Source: an optimization exercise on an open RTL-to-GDS flow (aim: small area, a short achievable clock period and few clock cycles per item). Production flows keep margins and buffers that such runs may drop. Only simulation tests tie the RTL to the original design; equivalence was not proved. Power figures rest on the tool's default switching activity, not on a simulated workload.

==> design.v <==
`timescale 1ns / 1ps
module dijkstra_mod(
    input clk,
    input rst,
    input start,
    input [7:0] src,
    input [7:0] dest,
    output reg path_ready,
    output reg [95:0] path  
    );
    reg [5:0] dist_v [0:67] ;
    reg [67:0] visited ;
    reg [6:0] parent [0:67] ;
    reg [6:0] key ;
    reg [6:0] u ;
    reg [6:0] v ;
    reg [5:0] min ;
    reg [6:0] i ;
    reg [6:0] g ;
    reg [3:0] j ;
    reg [6:0] index_src ;
    reg [6:0] index_dest ;
    reg [7:0] dest_q ;
    reg busy ;
    reg done ;
    reg [6:0] temp_index ;
    reg [7:0] temp_node;  
    reg [5:0] w ;
    integer k ;
  always@ (posedge clk)
  begin
   if (rst)
   begin
      busy = 0 ;
      done = 0 ;
      path_ready = 0 ;
      i = 0 ; g = 0 ; v = 0 ; j = 1 ;
      key = 0 ;
      min = 60 ;
   end
   else
   begin
    if (start && !busy && !done)
    begin
      for (k = 0 ; k < 68 ; k = k + 1)
      begin
        dist_v[k] = 6'd60 ;
        parent[k] = 7'd60 ;
      end
      visited = 0 ;
      path_ready = 0 ;
      path = 0 ;
      FindIndex(src,index_src);
      FindIndex(dest,index_dest);
      dest_q = dest ;
      dist_v[index_src] = 0 ;
      parent[index_src]= 60 ;   
      i = 0 ; g = 0 ; v = 0 ; j = 1 ;
      key = 0 ;
      min = 60 ;
      busy = 1 ;
    end
    else if (busy)
    begin
   if (i <= 67 )
   begin
   if(!visited[i] && dist_v[i]<min)
           begin
            min = dist_v[i] ;
            key = i ;
           end
   i = i + 1 ;
   end
   if (i > 67)
    begin
      u = key ;
      visited[u] = 1 ;
      w = edge_w(u,v) ;
      if(!visited[v] && (dist_v[u]+w) <  dist_v[v] && w!=60)   
           begin
              parent[v] = u ;
              dist_v[v] = dist_v[u] + w ;
           end
       v = v + 1 ;
       if (v == 68)
         begin
          g = g + 1 ;
          v = 0 ;
           i = 0 ;
         key = 0 ;
         min = 60 ;
         end  
       if (g == 67)
         begin
          g = 0 ;
          busy = 0 ;
          done = 1 ;
          j = 1 ;
          temp_index = index_dest ;
          path[7:0] = dest_q ;
         end
    end
    end
    else if (done == 1)
    begin
       if (temp_index != index_src)
       begin
         temp_index = parent[temp_index] ;
         getNode(temp_index,temp_node);
         if (j < 12)
           path[8*j +: 8] = temp_node ;  
         j = j + 1 ;
       end
       else
         begin
         done = 0 ;
         path_ready = 1 ;
         end    
    end
   end
  end
    function [5:0] edge_w ;
     input [6:0] eu ;
     input [6:0] ev ;
     begin
      case ({eu,ev})
        {7'd0,7'd0} : edge_w = 6'd0 ;
        {7'd0,7'd4} : edge_w = 6'd1 ;
        {7'd1,7'd1} : edge_w = 6'd0 ;
        {7'd1,7'd5} : edge_w = 6'd1 ;
        {7'd2,7'd2} : edge_w = 6'd0 ;
        {7'd2,7'd6} : edge_w = 6'd1 ;
        {7'd3,7'd3} : edge_w = 6'd0 ;
        {7'd3,7'd4} : edge_w = 6'd5 ;
        {7'd3,7'd15} : edge_w = 6'd2 ;
        {7'd4,7'd0} : edge_w = 6'd1 ;
        {7'd4,7'd3} : edge_w = 6'd5 ;
        {7'd4,7'd4} : edge_w = 6'd0 ;
        {7'd4,7'd5} : edge_w = 6'd1 ;
        {7'd4,7'd11} : edge_w = 6'd1 ;
        {7'd5,7'd1} : edge_w = 6'd1 ;
        {7'd5,7'd4} : edge_w = 6'd1 ;
        {7'd5,7'd5} : edge_w = 6'd0 ;
        {7'd5,7'd6} : edge_w = 6'd1 ;
        {7'd5,7'd12} : edge_w = 6'd1 ;
        {7'd6,7'd2} : edge_w = 6'd1 ;
        {7'd6,7'd5} : edge_w = 6'd1 ;
        {7'd6,7'd6} : edge_w = 6'd0 ;
        {7'd6,7'd7} : edge_w = 6'd1 ;
        {7'd6,7'd13} : edge_w = 6'd1 ;
        {7'd7,7'd6} : edge_w = 6'd1 ;
        {7'd7,7'd7} : edge_w = 6'd0 ;
        {7'd7,7'd38} : edge_w = 6'd5 ;
        {7'd8,7'd8} : edge_w = 6'd0 ;
        {7'd8,7'd16} : edge_w = 6'd1 ;
        {7'd9,7'd9} : edge_w = 6'd0 ;
        {7'd9,7'd17} : edge_w = 6'd1 ;
        {7'd10,7'd10} : edge_w = 6'd0 ;
        {7'd10,7'd18} : edge_w = 6'd1 ;
        {7'd11,7'd4} : edge_w = 6'd1 ;
        {7'd11,7'd11} : edge_w = 6'd0 ;
        {7'd12,7'd5} : edge_w = 6'd1 ;
        {7'd12,7'd12} : edge_w = 6'd0 ;
        {7'd13,7'd6} : edge_w = 6'd1 ;
        {7'd13,7'd13} : edge_w = 6'd0 ;
        {7'd14,7'd14} : edge_w = 6'd0 ;
        {7'd14,7'd15} : edge_w = 6'd1 ;
        {7'd15,7'd3} : edge_w = 6'd2 ;
        {7'd15,7'd15} : edge_w = 6'd0 ;
        {7'd15,7'd16} : edge_w = 6'd1 ;
        {7'd15,7'd30} : edge_w = 6'd3 ;
        {7'd16,7'd8} : edge_w = 6'd1 ;
        {7'd16,7'd15} : edge_w = 6'd1 ;
        {7'd16,7'd16} : edge_w = 6'd0 ;
        {7'd16,7'd17} : edge_w = 6'd1 ;
        {7'd16,7'd20} : edge_w = 6'd1 ;
        {7'd17,7'd9} : edge_w = 6'd1 ;
        {7'd17,7'd16} : edge_w = 6'd1 ;
        {7'd17,7'd17} : edge_w = 6'd0 ;
        {7'd17,7'd18} : edge_w = 6'd1 ;
        {7'd17,7'd21} : edge_w = 6'd1 ;
        {7'd18,7'd10} : edge_w = 6'd1 ;
        {7'd18,7'd17} : edge_w = 6'd1 ;
        {7'd18,7'd18} : edge_w = 6'd0 ;
        {7'd18,7'd19} : edge_w = 6'd1 ;
        {7'd18,7'd22} : edge_w = 6'd1 ;
        {7'd19,7'd18} : edge_w = 6'd1 ;
        {7'd19,7'd19} : edge_w = 6'd0 ;
        {7'd19,7'd34} : edge_w = 6'd3 ;
        {7'd20,7'd16} : edge_w = 6'd1 ;
        {7'd20,7'd20} : edge_w = 6'd0 ;
        {7'd21,7'd17} : edge_w = 6'd1 ;
        {7'd21,7'd21} : edge_w = 6'd0 ;
        {7'd22,7'd18} : edge_w = 6'd1 ;
        {7'd22,7'd22} : edge_w = 6'd0 ;
        {7'd23,7'd23} : edge_w = 6'd0 ;
        {7'd23,7'd31} : edge_w = 6'd1 ;
        {7'd24,7'd24} : edge_w = 6'd0 ;
        {7'd24,7'd32} : edge_w = 6'd1 ;
        {7'd25,7'd25} : edge_w = 6'd0 ;
        {7'd25,7'd33} : edge_w = 6'd1 ;
        {7'd26,7'd26} : edge_w = 6'd0 ;
        {7'd26,7'd35} : edge_w = 6'd1 ;
        {7'd27,7'd27} : edge_w = 6'd0 ;
        {7'd27,7'd36} : edge_w = 6'd1 ;
        {7'd28,7'd28} : edge_w = 6'd0 ;
        {7'd28,7'd37} : edge_w = 6'd1 ;
        {7'd29,7'd29} : edge_w = 6'd0 ;
        {7'd29,7'd30} : edge_w = 6'd1 ;
        {7'd30,7'd15} : edge_w = 6'd3 ;
        {7'd30,7'd29} : edge_w = 6'd1 ;
        {7'd30,7'd30} : edge_w = 6'd0 ;
        {7'd30,7'd31} : edge_w = 6'd1 ;
        {7'd30,7'd49} : edge_w = 6'd3 ;
        {7'd31,7'd23} : edge_w = 6'd1 ;
        {7'd31,7'd30} : edge_w = 6'd1 ;
        {7'd31,7'd31} : edge_w = 6'd0 ;
        {7'd31,7'd32} : edge_w = 6'd1 ;
        {7'd31,7'd39} : edge_w = 6'd1 ;
        {7'd32,7'd24} : edge_w = 6'd1 ;
        {7'd32,7'd31} : edge_w = 6'd1 ;
        {7'd32,7'd32} : edge_w = 6'd0 ;
        {7'd32,7'd33} : edge_w = 6'd1 ;
        {7'd32,7'd40} : edge_w = 6'd1 ;
        {7'd33,7'd25} : edge_w = 6'd1 ;
        {7'd33,7'd32} : edge_w = 6'd1 ;
        {7'd33,7'd33} : edge_w = 6'd0 ;
        {7'd33,7'd34} : edge_w = 6'd1 ;
        {7'd33,7'd41} : edge_w = 6'd1 ;
        {7'd34,7'd19} : edge_w = 6'd3 ;
        {7'd34,7'd33} : edge_w = 6'd1 ;
        {7'd34,7'd34} : edge_w = 6'd0 ;
        {7'd34,7'd35} : edge_w = 6'd1 ;
        {7'd34,7'd53} : edge_w = 6'd3 ;
        {7'd35,7'd26} : edge_w = 6'd1 ;
        {7'd35,7'd34} : edge_w = 6'd1 ;
        {7'd35,7'd35} : edge_w = 6'd0 ;
        {7'd35,7'd36} : edge_w = 6'd1 ;
        {7'd35,7'd42} : edge_w = 6'd1 ;
        {7'd36,7'd27} : edge_w = 6'd1 ;
        {7'd36,7'd35} : edge_w = 6'd1 ;
        {7'd36,7'd36} : edge_w = 6'd0 ;
        {7'd36,7'd37} : edge_w = 6'd1 ;
        {7'd36,7'd43} : edge_w = 6'd1 ;
        {7'd37,7'd28} : edge_w = 6'd1 ;
        {7'd37,7'd36} : edge_w = 6'd1 ;
        {7'd37,7'd37} : edge_w = 6'd0 ;
        {7'd37,7'd38} : edge_w = 6'd1 ;
        {7'd37,7'd44} : edge_w = 6'd1 ;
        {7'd38,7'd7} : edge_w = 6'd5 ;
        {7'd38,7'd37} : edge_w = 6'd1 ;
        {7'd38,7'd38} : edge_w = 6'd0 ;
        {7'd38,7'd64} : edge_w = 6'd5 ;
        {7'd39,7'd31} : edge_w = 6'd1 ;
        {7'd39,7'd39} : edge_w = 6'd0 ;
        {7'd40,7'd32} : edge_w = 6'd1 ;
        {7'd40,7'd40} : edge_w = 6'd0 ;
        {7'd41,7'd33} : edge_w = 6'd1 ;
        {7'd41,7'd41} : edge_w = 6'd0 ;
        {7'd42,7'd35} : edge_w = 6'd1 ;
        {7'd42,7'd42} : edge_w = 6'd0 ;
        {7'd43,7'd36} : edge_w = 6'd1 ;
        {7'd43,7'd43} : edge_w = 6'd0 ;
        {7'd44,7'd37} : edge_w = 6'd1 ;
        {7'd44,7'd44} : edge_w = 6'd0 ;
        {7'd45,7'd45} : edge_w = 6'd0 ;
        {7'd45,7'd50} : edge_w = 6'd1 ;
        {7'd46,7'd46} : edge_w = 6'd0 ;
        {7'd46,7'd51} : edge_w = 6'd1 ;
        {7'd47,7'd47} : edge_w = 6'd0 ;
        {7'd47,7'd52} : edge_w = 6'd1 ;
        {7'd48,7'd48} : edge_w = 6'd0 ;
        {7'd48,7'd49} : edge_w = 6'd1 ;
        {7'd49,7'd31} : edge_w = 6'd3 ;
        {7'd49,7'd48} : edge_w = 6'd1 ;
        {7'd49,7'd49} : edge_w = 6'd0 ;
        {7'd49,7'd50} : edge_w = 6'd1 ;
        {7'd49,7'd60} : edge_w = 6'd2 ;
        {7'd50,7'd45} : edge_w = 6'd1 ;
        {7'd50,7'd49} : edge_w = 6'd1 ;
        {7'd50,7'd50} : edge_w = 6'd0 ;
        {7'd50,7'd51} : edge_w = 6'd1 ;
        {7'd50,7'd54} : edge_w = 6'd1 ;
        {7'd51,7'd46} : edge_w = 6'd1 ;
        {7'd51,7'd50} : edge_w = 6'd1 ;
        {7'd51,7'd51} : edge_w = 6'd0 ;
        {7'd51,7'd52} : edge_w = 6'd1 ;
        {7'd51,7'd55} : edge_w = 6'd1 ;
        {7'd52,7'd47} : edge_w = 6'd1 ;
        {7'd52,7'd51} : edge_w = 6'd1 ;
        {7'd52,7'd52} : edge_w = 6'd0 ;
        {7'd52,7'd53} : edge_w = 6'd1 ;
        {7'd52,7'd56} : edge_w = 6'd1 ;
        {7'd53,7'd35} : edge_w = 6'd3 ;
        {7'd53,7'd52} : edge_w = 6'd1 ;
        {7'd53,7'd53} : edge_w = 6'd0 ;
        {7'd54,7'd50} : edge_w = 6'd1 ;
        {7'd54,7'd54} : edge_w = 6'd0 ;
        {7'd55,7'd51} : edge_w = 6'd1 ;
        {7'd55,7'd55} : edge_w = 6'd0 ;
        {7'd56,7'd52} : edge_w = 6'd1 ;
        {7'd56,7'd56} : edge_w = 6'd0 ;
        {7'd57,7'd57} : edge_w = 6'd0 ;
        {7'd57,7'd61} : edge_w = 6'd1 ;
        {7'd58,7'd58} : edge_w = 6'd0 ;
        {7'd58,7'd62} : edge_w = 6'd1 ;
        {7'd59,7'd59} : edge_w = 6'd0 ;
        {7'd59,7'd63} : edge_w = 6'd1 ;
        {7'd60,7'd49} : edge_w = 6'd2 ;
        {7'd60,7'd60} : edge_w = 6'd0 ;
        {7'd60,7'd61} : edge_w = 6'd5 ;
        {7'd61,7'd57} : edge_w = 6'd1 ;
        {7'd61,7'd60} : edge_w = 6'd5 ;
        {7'd61,7'd61} : edge_w = 6'd0 ;
        {7'd61,7'd62} : edge_w = 6'd1 ;
        {7'd61,7'd65} : edge_w = 6'd1 ;
        {7'd62,7'd58} : edge_w = 6'd1 ;
        {7'd62,7'd61} : edge_w = 6'd1 ;
        {7'd62,7'd62} : edge_w = 6'd0 ;
        {7'd62,7'd63} : edge_w = 6'd1 ;
        {7'd62,7'd66} : edge_w = 6'd1 ;
        {7'd63,7'd59} : edge_w = 6'd1 ;
        {7'd63,7'd62} : edge_w = 6'd1 ;
        {7'd63,7'd63} : edge_w = 6'd0 ;
        {7'd63,7'd64} : edge_w = 6'd1 ;
        {7'd63,7'd67} : edge_w = 6'd1 ;
        {7'd64,7'd38} : edge_w = 6'd5 ;
        {7'd64,7'd63} : edge_w = 6'd1 ;
        {7'd64,7'd64} : edge_w = 6'd0 ;
        {7'd65,7'd61} : edge_w = 6'd1 ;
        {7'd65,7'd65} : edge_w = 6'd0 ;
        {7'd66,7'd62} : edge_w = 6'd1 ;
        {7'd66,7'd66} : edge_w = 6'd0 ;
        {7'd67,7'd63} : edge_w = 6'd1 ;
        {7'd67,7'd67} : edge_w = 6'd0 ;
        default : edge_w = 6'd60 ;
      endcase
     end
    endfunction
    task FindIndex ;
    input [7:0] value ;
    output [6:0] index ;
    begin
        index = 0 ;
        case(value[7:4])
                    4'd0 : begin
                              case(value[3:0])
                                 4'd6 : index = 0 ;  
                                 4'd7 : index = 1 ;  
                                 4'd8 : index = 2 ;  
                              endcase
                            end
                     4'd1 : begin
                              case(value[3:0])
                                 4'd1 : index = 3 ;  
                                 4'd6 : index = 4 ;  
                                 4'd7 : index = 5 ;  
                                 4'd8 : index = 6 ;  
                                 4'd9 : index = 7 ;  
                              endcase
                            end
                     4'd2 : begin
                              case(value[3:0])
                                 4'd2 : index = 8 ;  
                                 4'd3 : index = 9 ;  
                                 4'd4 : index = 10 ;  
                                 4'd6 : index = 11 ;  
                                 4'd7 : index = 12 ;  
                                 4'd8 : index = 13 ;  
                              endcase
                            end                
                     4'd3 : begin
                              case(value[3:0])
                                 4'd0 : index = 14 ;  
                                 4'd1 : index = 15 ;  
                                 4'd2 : index = 16 ;  
                                 4'd3 : index = 17 ;  
                                 4'd4 : index = 18 ;  
                                 4'd5 : index = 19 ;  
                              endcase
                            end
                     4'd4 : begin
                              case(value[3:0])
                                 4'd2 : index = 20 ;  
                                 4'd3 : index = 21 ;  
                                 4'd4 : index = 22 ;  
                              endcase
                            end    
                     4'd5 : begin
                              case(value[3:0])
                                 4'd2 : index = 23 ;  
                                 4'd3 : index = 24 ;  
                                 4'd4 : index = 25 ;  
                                 4'd6 : index = 26 ;  
                                 4'd7 : index = 27 ;  
                                 4'd8 : index = 28 ;  
                              endcase
                            end            
                     4'd6 : begin
                              case(value[3:0])
                                 4'd0 : index = 29 ;  
                                 4'd1 : index = 30 ;  
                                 4'd2 : index = 31 ;  
                                 4'd3 : index = 32 ;  
                                 4'd4 : index = 33 ;  
                                 4'd5 : index = 34 ;  
                                 4'd6 : index = 35 ;  
                                 4'd7 : index = 36 ;  
                                 4'd8 : index = 37 ;  
                                 4'd9 : index = 38 ;  
                              endcase
                            end
                      4'd7 : begin
                              case(value[3:0])
                                 4'd2 : index = 39 ;  
                                 4'd3 : index = 40 ;  
                                 4'd4 : index = 41 ;  
                                 4'd6 : index = 42 ;  
                                 4'd7 : index = 43 ;  
                                 4'd8 : index = 44 ;  
                              endcase
                            end
                      4'd8 : begin
                              case(value[3:0])
                                 4'd2 : index = 45 ;  
                                 4'd3 : index = 46 ;  
                                 4'd4 : index = 47 ;  
                              endcase
                            end
                      4'd9 : begin
                              case(value[3:0])
                                 4'd0 : index = 48 ;  
                                 4'd1 : index = 49 ;  
                                 4'd2 : index = 50 ;  
                                 4'd3 : index = 51 ;  
                                 4'd4 : index = 52 ;  
                                 4'd5 : index = 53 ;  
                              endcase
                            end
                      4'd10 : begin
                              case(value[3:0])
                                 4'd2 : index = 54 ;  
                                 4'd3 : index = 55 ;  
                                 4'd4 : index = 56 ;  
                                 4'd6 : index = 57 ;  
                                 4'd7 : index = 58 ;  
                                 4'd8 : index = 59 ;  
                              endcase
end
                      4'd11 : begin
                              case(value[3:0])
                                 4'd1 : index = 60 ;  
                                 4'd6 : index = 61 ;  
                                 4'd7 : index = 62 ;  
                                 4'd8 : index = 63 ;  
                                 4'd9 : index = 64 ;  
                              endcase
                            end
                      4'd12 : begin
                              case(value[3:0])
                                 4'd6 : index = 65 ;  
                                 4'd7 : index = 66 ;  
                                 4'd8 : index = 67 ;  
                              endcase
                            end  
endcase
    end
    endtask
    task getNode;
     input [6:0] n_index ;
     output [7:0] node ;
     begin
      node = 0 ;
      case(n_index)
        7'd0 : node = {4'd0,4'd6} ;  
        7'd1 : node = {4'd0,4'd7} ;  
        7'd2 : node = {4'd0,4'd8} ;  
        7'd3 : node = {4'd1,4'd1} ;  
        7'd4 : node = {4'd1,4'd6} ;  
        7'd5 : node = {4'd1,4'd7} ;  
        7'd6 : node = {4'd1,4'd8} ;  
        7'd7 : node = {4'd1,4'd9} ;  
        7'd8 : node = {4'd2,4'd2} ;  
        7'd9 : node = {4'd2,4'd3} ;  
        7'd10 : node = {4'd2,4'd4} ;  
        7'd11 : node = {4'd2,4'd6} ;  
        7'd12 : node = {4'd2,4'd7} ;  
        7'd13 : node = {4'd2,4'd8} ;  
        7'd14 : node = {4'd3,4'd0} ;  
        7'd15 : node = {4'd3,4'd1} ;  
        7'd16 : node = {4'd3,4'd2} ;  
        7'd17 : node = {4'd3,4'd3} ;  
        7'd18 : node = {4'd3,4'd4} ;  
        7'd19 : node = {4'd3,4'd5} ;  
        7'd20 : node = {4'd4,4'd2} ;  
        7'd21 : node = {4'd4,4'd3} ;  
        7'd22 : node = {4'd4,4'd4} ;  
        7'd23 : node = {4'd5,4'd2} ;  
        7'd24 : node = {4'd5,4'd3} ;  
        7'd25 : node = {4'd5,4'd4} ;  
        7'd26 : node = {4'd5,4'd6} ;  
        7'd27 : node = {4'd5,4'd7} ;  
        7'd28 : node = {4'd5,4'd8} ;  
        7'd29 : node = {4'd6,4'd0} ;  
        7'd30 : node = {4'd6,4'd1} ;  
        7'd31 : node = {4'd6,4'd2} ;  
        7'd32 : node = {4'd6,4'd3} ;  
        7'd33 : node = {4'd6,4'd4} ;  
        7'd34 : node = {4'd6,4'd5} ;  
        7'd35 : node = {4'd6,4'd6} ;  
        7'd36 : node = {4'd6,4'd7} ;  
        7'd37 : node = {4'd6,4'd8} ;  
        7'd38 : node = {4'd6,4'd9} ;  
        7'd39 : node = {4'd7,4'd2} ;  
        7'd40 : node = {4'd7,4'd3} ;  
        7'd41 : node = {4'd7,4'd4} ;  
        7'd42 : node = {4'd7,4'd6} ;  
        7'd43 : node = {4'd7,4'd7} ;  
        7'd44 : node = {4'd7,4'd8} ;  
        7'd45 : node = {4'd8,4'd2} ;  
        7'd46 : node = {4'd8,4'd3} ;  
        7'd47 : node = {4'd8,4'd4} ;  
        7'd48 : node = {4'd9,4'd0} ;  
        7'd49 : node = {4'd9,4'd1} ;  
        7'd50 : node = {4'd9,4'd2} ;  
        7'd51 : node = {4'd9,4'd3} ;  
        7'd52 : node = {4'd9,4'd4} ;  
        7'd53 : node = {4'd9,4'd5} ;  
        7'd54 : node = {4'd10,4'd2} ;  
        7'd55 : node = {4'd10,4'd3} ;  
        7'd56 : node = {4'd10,4'd4} ;  
        7'd57 : node = {4'd10,4'd6} ;  
        7'd58 : node = {4'd10,4'd7} ;  
        7'd59 : node = {4'd10,4'd8} ;  
        7'd60 : node = {4'd11,4'd1} ;  
        7'd61 : node = {4'd11,4'd6} ;  
        7'd62 : node = {4'd11,4'd7} ;  
        7'd63 : node = {4'd11,4'd8} ;  
        7'd64 : node = {4'd11,4'd9} ;  
        7'd65 : node = {4'd12,4'd6} ;  
        7'd66 : node = {4'd12,4'd7} ;  
        7'd67 : node = {4'd12,4'd8} ;  
      endcase
     end
    endtask
endmodule
==> config.mk <==
export PLATFORM = sky130hd
export DESIGN_NAME = dijkstra_mod
export DESIGN_NICKNAME = dijkstra_mod
export VERILOG_FILES = /design/flow/design.v
export SDC_FILE = /design/flow/constraint.sdc
export NUM_CORES = 4
export LEC_CHECK = 0
export CAP_MARGIN = 20
export CORE_MARGIN = 2
export CORE_UTILIZATION = 30
export SLEW_MARGIN = 20
export SYNTH_MEMORY_MAX_BITS = 65536
==> run.sh <==
#!/bin/bash
# synth_recipe.tcl (not shown) runs the flow's synth.tcl, then flattens the netlist and writes it again
# the make line also repeats each setting of config.mk as NAME=value (left out here)
make -C /OpenROAD-flow-scripts/flow DESIGN_CONFIG=/design/flow/config.mk WORK_HOME=/design/flow/orfs CLKGATE_MAP_FILE= SYNTH_SCRIPT=/design/flow/synth_recipe.tcl finish
==> constraint.sdc <==
create_clock -name core_clock -period 20.0 [get_ports {clk}]
set_input_delay 4.0000 -clock core_clock [delete_from_list [all_inputs] [get_ports {clk}]]
set_output_delay 4.0000 -clock core_clock [all_outputs]
set_load 0.01 [all_outputs]
==> results.toml <==
[run_status]
status = "finished clean"

[worst_hold_path]
hold_path_class = "reg2reg"
hp-start = "path_ready$_SDFFE_PP0P_"
hold_path_depth = 2
holdPathEnd = "path_ready$_SDFFE_PP0P_"

[die]
die_h_um = 453
core_region_area_um2 = 200000
fp.dieW_um = 453
rows = 164
dieArea_um2 = 205000
ioPinCount = 116
initial_core_util_pct = 30.2

[routing]
remaining_drc_errors = 0
drt_iter0_drc = 13100
routedWlPerCell_um = 63.4
via_count = 65500
wl_um = 555000
viasPerCell = 7.48
drt_first_pass_iters = 8
final_antenna_net_count = 0

[grt]
grt_overflow = 0
grt_pass1_wl_um = 686000
grt_pass1_vias = 57600
grt_max_degree = 69
antenna_found_initial = 123
track_usage_pct = 52.8

[timing]
min_period_ns = 16.60
setup_violations = 0
max_slew_margin_pct = 6.65
fin_ws_ns = 3.40
worst_pin_slew_ns = 1.40
hold_violations = 0
grt_setup_unrepaired = "no"
slew_violations = 0
min_period_over_period_pct = 83.0
max_freq_mhz = 60.3
skew_ns = 0.111
fin_tns_setup_ns = 0

[power_and_ir_drop]
p_total_w = 0.00669
pwr_density_cell_nw_per_um2 = 91.8
leakagePower_nw = 24.5
peakVddDrop_v = 0.0000910

[synth]
syn_area_um2 = 60500
yosys_warnings = 3
synth.avg_cell_area_um2 = 10.7
async_flop_share_pct = 0
synth_top_area_share_pct = 53.4
synth_cell_types = 110
synthTopCellsByArea = "edfxtp_1, a22oi_1, nand2_1"
synthFlopType = "edfxtp_1"
ys_seq_area_share_pct = 54.8
synth_nets = 5704
synth_top_cell_by_area = "edfxtp_1"
ys_ff_latch = 1118
syn_inst = 5636
synth_enable_flop_cells = 1077

[clocking]
cts_tree = "done"
cts.repair.resized = 0
cts-buffers-inserted = 131
htreeDepth = 4
clock_path_buffers = 3
clock-sinks = 1118
clock-root-buffer = "clkbuf_16"
clkTransAtPathRegs_ns = 0.06
cts_setup_buffers = 0
insertion_delay_ns = 0.89
cts_hold_buf = 0

[critical_path]
rr_worst_depth = 43
cp-start-kind = "register"
rr_startpoint = "i[0]$_SDFFE_PP0P_"
cp_slowest_cell = "ha_1"
critPathKind = "reg2reg"
worst_path_largest_cell_delay_ns = 1.07
cp_max_fo = 46
crit_required_ns = 20.46
reg2reg_to = "parent[59][3]$_DFFE_PP_"
r2r_slack_ns = 3.40
crit_arrival_ns = 17.06
end_kind = "register"

[placement]
portBuffers = 115
place_ws_ns = 4.56
gp_congestion = 1.21
dpl.hpwl_um = 421000

[cells_and_area]
num-nets-final = 5940
drive_gt1_share_pct = 16.7
area_delta_synth_final_pct = 20.4
final_common_cell = "edfxtp_1"
most-common-layout-cells = "edfxtp_1, nand2_1, buf_4"

[flow_run]
drv_cap = 0
## final cells by class
class                      count  area [um^2]
timing repair buffer         555         4530
sequential                  1118        33200
clock buffer                 165         3460
tap                         2656         3320
multi-input combinational   3961        26800
clock inverter                75          872
antenna                      123          308
inverter                     105          394
fill                       19800       127000
## per-layer routing
| layer | global-route usage, % | vias up | wire, um |
|---|---|---|---|
| li1 | - | 23100 | - |
| met1 | 59.9 | 32800 | 197000 |
| met2 | 71.4 | 7069 | 219000 |
| met3 | 24.3 | 2460 | 70400 |
| met4 | 51.3 | 40 | 67700 |
| met5 | 3.99 | - | 1530 |
## report_power, final
group	switching, W	total [W]	internal, W	leakage [nW]
Clock	0.00113	0.00247	0.00134	2.07
Sequential	0.000405	0.00325	0.00284	10.4
Combinational	0.000761	0.000971	0.000210	12.0
Total	0.00230	0.00669	0.00439	24.5
## through the flow
stage	std cells	instance area (um^2)	hold slack [ns]	util, %
after floorplan	5636	60500	0.454	-
after global placement	8387	68000	0.468	34.0
after detailed placement	8390	68100	0.467	34.0
after CTS	8630	72400	0.501	36.2
after global routing	8655	72600	0.520	36.3
final	8758	72900	0.501	36.4
## sequential cells by signal (all words and copies together), names as in the netlist, 6 cells and up
register	cells
key	7
path	96
index_src	7
dist_v	408
parent	476
v	7
i	7
visited	68
dest_q	8
temp_index	7
index_dest	7
min	6
g	7
## kinds of logic (layout without fill, tap and decap cells)
logic type | Yosys count | in the layout | share of synthesized area, %
flip-flops | 1118 | 1118 | 54.8
AND/OR/NAND/NOR | 2036 | 2036 | 16.2
other | 0 | 123 | 0
XOR/XNOR | 30 | 30 | 0.457
multiplexers | 116 | 116 | 2.27
adder cells (fa/ha/maj) | 49 | 49 | 1.03
AO/OA/AOI/OAI | 1730 | 1730 | 21.5
buffers and inverters | 557 | 900 | 3.79
## synth_stat cells (all sizes together), types with 26 or more instances
library cell	n
a211oi	86
o21ai	229
buf	91
nor3	114
ha	48
and3	79
mux2i	80
and2	83
nand3	194
edfxtp	1077
o41ai	70
a22o	147
nand2b	42
inv	101
a22oi	350
nand2	590
a222oi	31
a32o	30
a32oi	102
a211o	26
nor2	539
dfxtp	41
a221oi	162
nand4	133
a31oi	52
a2111oi	33
nor2b	59
a21oi	189
o22ai	26
nor4	72
clkbuf	361
## worst max-delay path, delay by kind of cell, from the launching register on
family / cells / cell delay, ns
buffers and inverters: 8 / 2.81
AO/OA/AOI/OAI: 12 / 3.97
AND/OR/NAND/NOR: 15 / 5.44
XOR/XNOR: 1 / 0.36
flip-flops: 1 / 0.34
multiplexers: 2 / 0.33
adder cells (fa/ha/maj): 5 / 2.69
## how the worst max path moves through the flow
stage / start / endpoint / slack, ns / cells after the start
after floorplan: i[1]$_SDFFE_PP0P_ / dist_v[41][0]$_SDFFCE_PP0P_ / 7.71 / 54
after global placement: i[0]$_SDFFE_PP0P_ / parent[59][0]$_DFFE_PP_ / 3.67 / 42
after detailed placement: i[0]$_SDFFE_PP0P_ / parent[59][3]$_DFFE_PP_ / 4.56 / 45
after CTS: i[4]$_SDFFE_PP0P_ / parent[59][4]$_DFFE_PP_ / 4.46 / 44
after global routing: i[0]$_SDFFE_PP0P_ / dist_v[48][0]$_SDFFCE_PP0P_ / 3.51 / 44
final: i[0]$_SDFFE_PP0P_ / parent[59][3]$_DFFE_PP_ / 3.40 / 43
Testbench counts, summed over its fixed seeds: cycles 579,402, queries 64.

## what the ideal ports hide
No port has a modelled driver above. Below, the same layout with a new extraction and two added sets of constraints.
Step 1 (the two cells are an assumption about what drives the block):
set clk [get_ports {clk}]
set_driving_cell -lib_cell sky130_fd_sc_hd__clkbuf_16 $clk
set_driving_cell -lib_cell sky130_fd_sc_hd__buf_2 [delete_from_list [all_inputs] $clk]
Step 2 adds t to the input delays and takes it off the output delays; t is the mean of the earliest and latest rising clock arrival at the registers after step 1. Input paths then give back, and output paths get back, about the clock's delay inside the block.
a / b / c = no drivers / after step 1 / after step 2; a / b = the first two.
t (ns): 0.935
setup slack, ns: 3.404 / 3.404 / 3.404
pins driven straight from the clock port: 1
After both steps setup and hold are still met in this run. For this run, drivers alone change the setup slack by 0.000 ns; drivers and shift together by 0.000 ns.
